This design comes from an exercise in tuning for small area, a short achievable clock period and few clock cycles on the open sky130 flow, not from production work.
Where RTL was checked, it was by simulation tests only, not by an equivalence proof against the original.

== the baseline ==
Design layer_1, start of the top module:
module layer_1
    (
        input         clk,
        input         RSTn,
        input         i_EN_w,
        input         i_EN_c,
        output        o_busy,
        input  [31:0] i_data,
        input         i_stb_in,
        output        o_ack_in,
        output [63:0] o_data,
        output        o_stb_out,
        input         i_ack_out
    );
For scale: roughly 1300 flip-flops, about 110 I/O pins, ~0.10 sq mm of cells after synthesis.
clock: 12.0 ns
lec_check: 0
cap_margin: 20
core_margin: 2
core_utilization: 50
slew_margin: 20
synth_hierarchical: 1
synth_minimum_keep_size: 0
run.sh (not shown) runs the stock make flow with config.mk's settings and CLKGATE_MAP_FILE= SYNTH_SCRIPT=/design/flow/synth_recipe.tcl, a recipe that flattens the netlist after the stock synthesis.
The baseline finished all stages; the layout is clean.
The inputs of the candidate differ from those of the baseline as listed below.
Settings: ABC_AREA newly set to 1.
==> comparison <==
The candidate: flow completed, timing, DRC and antenna clean
Relative to the baseline, the met1 wire length measured on the candidate has increased by more than a quarter.
Density: the candidate sparser than the baseline
Note that the number of nets in the finished design recorded for the candidate amounts to 1.8 times the value seen in the baseline.
The baseline vs the candidate, most common cell after layout, fill and taps aside: sky130_fd_sc_hd__xnor2_1 vs sky130_fd_sc_hd__nand2_1
Delta (the candidate minus the baseline): worst setup slack picked up an extra 1.95 ns, number of global-route vias before repair has increased, area added between synthesis and finish shows a reduction of 0.65 points, post-CTS setup repair buffer count level.
Diff the baseline -> the candidate | non-clock buffer count | decrease of 18
Function was not checked in any run of this note: the RTL went through the layout flow alone.

---

Another version of the RTL of layer_1 (not shown whole).
Size: roughly 9000 cells after synthesis, about 1400 flip-flops, about 110 I/O pins.
==> flow/config.mk <==
export PLATFORM = sky130hd
export DESIGN_NAME = layer_1
export DESIGN_NICKNAME = layer_1
export VERILOG_FILES = /design/flow/design.v
export SDC_FILE = /design/flow/constraint.sdc
export NUM_CORES = 8
export LEC_CHECK = 0
export CAP_MARGIN = 20
export CORE_MARGIN = 2
export CORE_UTILIZATION = 50
export SLEW_MARGIN = 20
export SYNTH_HIERARCHICAL = 1
export SYNTH_MINIMUM_KEEP_SIZE = 0
==> flow/constraint.sdc <==
create_clock -name core_clock -period 12.0 [get_ports {clk}]
set_input_delay 2.4000 -clock core_clock [delete_from_list [all_inputs] [get_ports {clk}]]
set_output_delay 2.4000 -clock core_clock [all_outputs]
set_load 0.01 [all_outputs]
standard.sh (not shown) runs the stock make flow with config.mk's settings and CLKGATE_MAP_FILE= SYNTH_SCRIPT=/design/flow/synth_recipe.tcl, a recipe that flattens the netlist after the stock synthesis.
==> flow/flow/run.sh <==
#!/bin/bash
# Standard synthesis and layout; repair_timing aims at a setup slack margin so that
# the critical paths are sized for the period the design can reach.
set -uo pipefail
bash standard.sh synth > synth.log 2>&1 || exit 1
bash standard.sh finish SETUP_SLACK_MARGIN=8.0 > layout.log 2>&1 || exit 1
The baseline produced a clean layout.
Then changed:
--- a/flow/flow/run.sh
+++ b/flow/flow/run.sh
@@ -6 +6 @@
-bash standard.sh finish SETUP_SLACK_MARGIN=8.0 > layout.log 2>&1 || exit 1
+bash standard.sh finish SETUP_SLACK_MARGIN=7.6 > layout.log 2>&1 || exit 1
Final area went down by 0.88%.
Register-to-register slack gets worse by 280 ps.
Setup slack loses 260 ps.
Global-route usage goes down by 0.26 points.
Count of clock-buffer cells in the layout is higher by 9.
Core utilization is lower by 0.50 points.
Routed wire length is lower by 1.3%.
Synthesized cell count does not change.
Fmax goes down by 6.2%.
Non-clock buffer count is lower by 44.
Then changed:
--- a/flow/flow/run.sh
+++ b/flow/flow/run.sh
@@ -6 +6 @@
-bash standard.sh finish SETUP_SLACK_MARGIN=7.6 > layout.log 2>&1 || exit 1
+bash standard.sh finish SETUP_SLACK_MARGIN=8.3 > layout.log 2>&1 || exit 1
After rerunning:
- The changed run finished clean
- utilization grows by 3.0 points
- design area came out higher by 5.4%
- fmax rises by 6.3%
- clock-buffer cell count is unchanged
- sequential share of layout area falls by 1.3 points
Then changed:
==> flow/flow/run.sh (replaced) <==
#!/bin/bash
# Standard synthesis; every combinational cell resized to its smallest drive
# strength; then the standard layout, with repair_timing aiming at a setup slack
# margin so that the critical paths are sized for the period the design can reach.
set -uo pipefail
bash standard.sh synth > synth.log 2>&1 || exit 1
DS_ODB=orfs/results/sky130hd/layer_1/base/1_synth.odb openroad -no_init -exit flow/downsize.tcl > downsize.log 2>&1 || exit 1
bash standard.sh finish SETUP_SLACK_MARGIN=8.0 > layout.log 2>&1 || exit 1
==> flow/flow/downsize.tcl (new file) <==
# Resize every combinational cell of the synthesized netlist to the smallest
# drive strength of its family; timing repair later upsizes where needed.
# Flip-flops, clock cells and physical cells are left alone.
set db [ord::get_db]
read_db $::env(DS_ODB)
set block [[$db getChip] getBlock]
set fam [dict create]
foreach lib [$db getLibs] {
  foreach m [$lib getMasters] {
    set n [$m getName]
    if {![regexp {^(sky130_fd_sc_hd__[a-z0-9]+)_([0-9]+)$} $n -> base sz]} { continue }
    if {[string match "*lpflow*" $n] || [string match "*probe*" $n]} { continue }
    dict lappend fam $base $m
  }
}
set skip {df edf sdf dl clk tap fill decap conb sdl lpflow probe diode ebuf einv bufbuf}
set nsw 0
set saved 0
foreach inst [$block getInsts] {
  set m [$inst getMaster]
  set n [$m getName]
  if {![regexp {^(sky130_fd_sc_hd__([a-z0-9]+))_([0-9]+)$} $n -> base short sz]} { continue }
  set ok 1
  foreach s $skip { if {[string match "${s}*" $short]} { set ok 0 } }
  if {!$ok} { continue }
  if {![dict exists $fam $base]} { continue }
  set best $m
  set barea [expr {[$m getWidth] * [$m getHeight]}]
  foreach c [dict get $fam $base] {
    set a [expr {[$c getWidth] * [$c getHeight]}]
    if {$a < $barea} { set best $c; set barea $a }
  }
  if {$best ne $m} {
    set old [expr {[$m getWidth] * [$m getHeight]}]
    if {[$inst swapMaster $best]} {
      incr nsw
      set saved [expr {$saved + ($old - $barea) / 1e6}]
    }
  }
}
puts "downsize: swapped $nsw cells, saved [format %.1f $saved] um2"
write_db $::env(DS_ODB)
Setup slack got worse by 22 ps.
Clock-buffer cell count goes up by 13.
Wire length decreases by 5.3%.
Non-clock buffer count is lower by 225.
Fmax shrinks by 0.55%.
Utilization fell by 2.4 points.
Final cell count fell by 3.1%.
Cell area drops by 9.4%.
Die area shrinks by 5.3%.
No functional check of the RTL was part of any run of this note.

---

== v23 ==
Another version of the RTL of layer_1 (not shown whole).
Size: roughly 8300 cells after synthesis, ~0.099 mm^2 of cells after synthesis.
==> flow/config.mk <==
export PLATFORM = sky130hd
export DESIGN_NAME = layer_1
export DESIGN_NICKNAME = layer_1
export VERILOG_FILES = /design/flow/design.v
export SDC_FILE = /design/flow/constraint.sdc
export NUM_CORES = 8
export LEC_CHECK = 0
export CAP_MARGIN = 20
export CORE_MARGIN = 2
export CORE_UTILIZATION = 62
export CTS_BUF_LIST = sky130_fd_sc_hd__clkbuf_16
export CTS_CLUSTER_DIAMETER = 100
export CTS_CLUSTER_SIZE = 24
export SLEW_MARGIN = 20
export SYNTH_HIERARCHICAL = 1
export SYNTH_MINIMUM_KEEP_SIZE = 0
==> flow/constraint.sdc <==
create_clock -name core_clock -period 12.0 [get_ports {clk}]
set_input_delay 2.4000 -clock core_clock [delete_from_list [all_inputs] [get_ports {clk}]]
set_output_delay 2.4000 -clock core_clock [all_outputs]
set_load 0.01 [all_outputs]
==> flow/flow/run.sh <==
#!/bin/bash
# Standard synthesis; every combinational cell resized to its smallest drive
# strength; then the standard layout, with repair_timing aiming at a setup slack
# margin so that the critical paths are sized for the period the design can reach.
set -uo pipefail
bash standard.sh synth > synth.log 2>&1 || exit 1
DS_ODB=orfs/results/sky130hd/layer_1/base/1_synth.odb openroad -no_init -exit flow/downsize.tcl > downsize.log 2>&1 || exit 1
bash standard.sh finish SETUP_SLACK_MARGIN=8.25 > layout.log 2>&1 || exit 1
==> flow/flow/downsize.tcl <==
# Resize every combinational cell of the synthesized netlist to the smallest
# drive strength of its family; timing repair later upsizes where needed.
# Flip-flops, clock cells and physical cells are left alone.
set db [ord::get_db]
read_db $::env(DS_ODB)
set block [[$db getChip] getBlock]
set fam [dict create]
foreach lib [$db getLibs] {
  foreach m [$lib getMasters] {
    set n [$m getName]
    if {![regexp {^(sky130_fd_sc_hd__[a-z0-9]+)_([0-9]+)$} $n -> base sz]} { continue }
    if {[string match "*lpflow*" $n] || [string match "*probe*" $n]} { continue }
    dict lappend fam $base $m
  }
}
set skip {df edf sdf dl clk tap fill decap conb sdl lpflow probe diode ebuf einv bufbuf}
set nsw 0
set saved 0
foreach inst [$block getInsts] {
  set m [$inst getMaster]
  set n [$m getName]
  if {![regexp {^(sky130_fd_sc_hd__([a-z0-9]+))_([0-9]+)$} $n -> base short sz]} { continue }
  set ok 1
  foreach s $skip { if {[string match "${s}*" $short]} { set ok 0 } }
  if {!$ok} { continue }
  if {![dict exists $fam $base]} { continue }
  set best $m
  set barea [expr {[$m getWidth] * [$m getHeight]}]
  foreach c [dict get $fam $base] {
    set a [expr {[$c getWidth] * [$c getHeight]}]
    if {$a < $barea} { set best $c; set barea $a }
  }
  if {$best ne $m} {
    set old [expr {[$m getWidth] * [$m getHeight]}]
    if {[$inst swapMaster $best]} {
      incr nsw
      set saved [expr {$saved + ($old - $barea) / 1e6}]
    }
  }
}
puts "downsize: swapped $nsw cells, saved [format %.1f $saved] um2"
write_db $::env(DS_ODB)
The following lists how v42 was set up differently from v23:
# v23
export LEC_CHECK = 0
export CAP_MARGIN = 20
export CORE_MARGIN = 2
export CORE_UTILIZATION = 62
export CTS_BUF_LIST = sky130_fd_sc_hd__clkbuf_16
export CTS_CLUSTER_DIAMETER = 100
export CTS_CLUSTER_SIZE = 24
export SLEW_MARGIN = 20
export SYNTH_HIERARCHICAL = 1
export SYNTH_MINIMUM_KEEP_SIZE = 0
create_clock -name core_clock -period 12.0 [get_ports {clk}]
# v42
export LEC_CHECK = 0
export CAP_MARGIN = 20
export CORE_MARGIN = 2
export CORE_UTILIZATION = 50
export CTS_BUF_LIST = sky130_fd_sc_hd__clkbuf_16
export CTS_CLUSTER_DIAMETER = 100
export CTS_CLUSTER_SIZE = 24
export SLEW_MARGIN = 20
export SYNTH_HIERARCHICAL = 1
export SYNTH_MINIMUM_KEEP_SIZE = 0
create_clock -name core_clock -period 12.0 [get_ports {clk}]
==> comparison <==
v42 | status: complete | timing, DRC, antenna: pass. v42 gives less arrival time of the worst setup path than v23 did. The capturing instance or port of the critical path comes out o_data[20] in one run and o_data[5] in the other, namely in v42 and v23 respectively. In the tables for v42 and v23, minimum setup slack in the final design reads lower with v23. Die span in y: v42 > v23.
diff inputs: v42 => v35
--- a/flow/flow/run.sh
+++ b/flow/flow/run.sh
@@ -7,2 +7,2 @@
 DS_ODB=orfs/results/sky130hd/layer_1/base/1_synth.odb openroad -no_init -exit flow/downsize.tcl > downsize.log 2>&1 || exit 1
-bash standard.sh finish SETUP_SLACK_MARGIN=8.25 > layout.log 2>&1 || exit 1
+bash standard.sh finish SETUP_SLACK_MARGIN=8.2 > layout.log 2>&1 || exit 1
Findings:
- Worst-path cell with the longest stage delay = sky130_fd_sc_hd__edfxtp_1: v42; worst-path cell with the longest stage delay = sky130_fd_sc_hd__clkdlybuf4s50_1: v35
- Compared with v42, v35 shows non-clock buffer count that has gone down by a few percent.
- Die outline area: v42 vs v35 identical
- Changes observed in v35 relative to v42: first-pass GRT wire length dropped about 0.8%; count of clock-net buffers in the final layout down about 1.2%.
- Global-route track usage on met1 for v35 is lower than for v42.
- Delta (v35 minus v42): setup slack now sits higher, share of the clock period used by the worst path after layout about even.
Relative to v35, the following input files were edited for v41:
--- a/flow/flow/run.sh
+++ b/flow/flow/run.sh
@@ -7,2 +7,2 @@
 DS_ODB=orfs/results/sky130hd/layer_1/base/1_synth.odb openroad -no_init -exit flow/downsize.tcl > downsize.log 2>&1 || exit 1
-bash standard.sh finish SETUP_SLACK_MARGIN=8.2 > layout.log 2>&1 || exit 1
+bash standard.sh finish SETUP_SLACK_MARGIN=8.35 > layout.log 2>&1 || exit 1
--- outcome ---
Arrival time of the worst setup path (higher): v35
Per the comparison of v41 with v35, final wirelength went up by about 2.3%, clock tree buffer count of the final layout grew by 3.8%, signed area change from the synthesized netlist to the final layout rose by 3.1 points, smallest hold slack shows an increase of 0.0060 ns.
On sequential cell count, v35 tracks v41 almost exactly.
v41 has more setup slack than v35.
No run of this note included a check of the RTL's function; only the layout flow was run.

---

Another version of the RTL of layer_1 (not shown whole).
Size in the first run: roughly 110 I/O pins.
Settings: LEC_CHECK=0, CAP_MARGIN=20, CORE_MARGIN=2, CORE_UTILIZATION=50, CTS_BUF_LIST=sky130_fd_sc_hd__clkbuf_16, CTS_CLUSTER_DIAMETER=100, CTS_CLUSTER_SIZE=24, SLEW_MARGIN=20, SYNTH_HIERARCHICAL=1, SYNTH_MINIMUM_KEEP_SIZE=0; clock period 12.0 ns.
==> flow/flow/run.sh <==
#!/bin/bash
# Standard synthesis; every combinational cell resized to its smallest drive
# strength; then the standard layout, with repair_timing aiming at a setup slack
# margin so that the critical paths are sized for the period the design can reach.
set -uo pipefail
bash standard.sh synth > synth.log 2>&1 || exit 1
DS_ODB=orfs/results/sky130hd/layer_1/base/1_synth.odb openroad -no_init -exit flow/downsize.tcl > downsize.log 2>&1 || exit 1
bash standard.sh finish SETUP_SLACK_MARGIN=8.32 > layout.log 2>&1 || exit 1
Scripts as last shown in full above: flow/flow/downsize.tcl
The baseline finished clean.
Testbench counts at the start, summed over its fixed seeds: cycles 6,072.
Then changed:
--- a/flow/flow/run.sh
+++ b/flow/flow/run.sh
@@ -6,3 +6,3 @@
 bash standard.sh synth > synth.log 2>&1 || exit 1
 DS_ODB=orfs/results/sky130hd/layer_1/base/1_synth.odb openroad -no_init -exit flow/downsize.tcl > downsize.log 2>&1 || exit 1
-bash standard.sh finish SETUP_SLACK_MARGIN=8.32 > layout.log 2>&1 || exit 1
+bash standard.sh finish SETUP_SLACK_MARGIN=8.25 > layout.log 2>&1 || exit 1
- CORE_UTILIZATION: 50 -> 42
The changed run finished with timing, DRC and antenna clean.
Sequential share of layout area is about the same.
Critical path depth grows by 1.
Wire length decreases by 3.1%.
Synthesized area stays the same.
Die area goes up by 19%.
First-iteration DRC count shrinks by 1.9%.
Then changed:
- CORE_UTILIZATION: 42 -> 55
Area after synthesis stays the same.
Non-clock buffer count fell by 16.
Die area fell by 23%.
Register-to-register slack gains 50 ps.
Then changed:
- CORE_UTILIZATION: 55 -> 50
- CTS_CLUSTER_DIAMETER: 100 -> 120
- CTS_CLUSTER_SIZE: 24 -> 20
Result: First-iteration DRC count went down by 0.32%; worst setup slack degrades by 20 ps; routed wire length went down by 1.1%; synthesized area is unchanged; die area went up by 9.9%; core utilization went down by 5.9 points.
Then changed:
- CTS_CLUSTER_DIAMETER: 120 -> 60
- CTS_CLUSTER_SIZE: 20 -> 30
- register-to-register slack is better by 40 ps
- worst setup slack is worse by 17 ps
- count of clock-buffer cells in the layout grows by 37
- die area stays the same
Then changed:
- CTS_CLUSTER_DIAMETER: 60 -> 100
- CTS_CLUSTER_SIZE: 30 -> 24
After rerunning: Wire length is about the same. Area after synthesis stays the same. Synthesized cell count is unchanged. Non-clock buffer count came out higher by 8. Global-route usage barely changes. Worst setup slack gains 23 ps. Hold slack gains 6.6 ps. Final area came out lower by 1.7%. Flip-flop and latch count is unchanged.

## re-timing with driven ports
No port has a modelled driver above. Below, the same layouts with a new extraction and two added sets of constraints. Step 1, drivers: a clkbuf_16 drives clk and a buf_2 each remaining input, both assumed. Step 2 times the ports against the registers' clock, not the clock port: input delays grow and output delays shrink by t, the midpoint of the rising clock arrivals with the driver on. Three values: no drivers, after step 1, after step 2; two values: the first two.
| run | shift t [ns] | setup WS [ns] | pins driven straight from the clock port |
|---|---|---|---|
| the baseline | 0.907 | 4.609 / 4.609 / 4.609 | 1 |
| the candidate | 0.925 | 6.561 / 6.561 / 5.913 | 1 |
| the first run of note 2 | 0.907 | 8.008 / 7.962 / 7.164 | 1 |
| the second run of note 2 | 0.930 | 7.745 / 7.641 / 7.044 | 1 |
| the third run of note 2 | 0.921 | 7.997 / 7.898 / 7.418 | 1 |
| the fourth run of note 2 | 0.926 | 7.975 / 7.880 / 7.233 | 1 |
| v23 | 0.809 | 7.996 / 7.910 / 7.583 | 1 |
| v42 | 0.821 | 8.200 / 8.115 / 7.573 | 1 |
| v35 | 0.831 | 8.204 / 8.111 / 7.442 | 1 |
| v41 | 0.816 | 8.214 / 8.155 / 7.688 | 1 |
| the first run of note 4 | 0.849 | 8.109 / 8.050 / 7.560 | 1 |
| the second run of note 4 | 0.859 | 8.140 / 8.101 / 7.501 | 1 |
| the third run of note 4 | 0.861 | 8.164 / 8.069 / 7.534 | 1 |
| the fourth run of note 4 | 0.851 | 8.145 / 8.088 / 7.557 | 1 |
| the fifth run of note 4 | 0.881 | 8.128 / 8.041 / 7.453 | 1 |
| the sixth run of note 4 | 0.854 | 8.151 / 8.060 / 7.453 | 1 |
After both steps setup and hold are still met in every run listed. For the first run of note 2, which loses most, drivers alone change the setup slack by -0.046 ns; drivers and shift together by -0.844 ns.
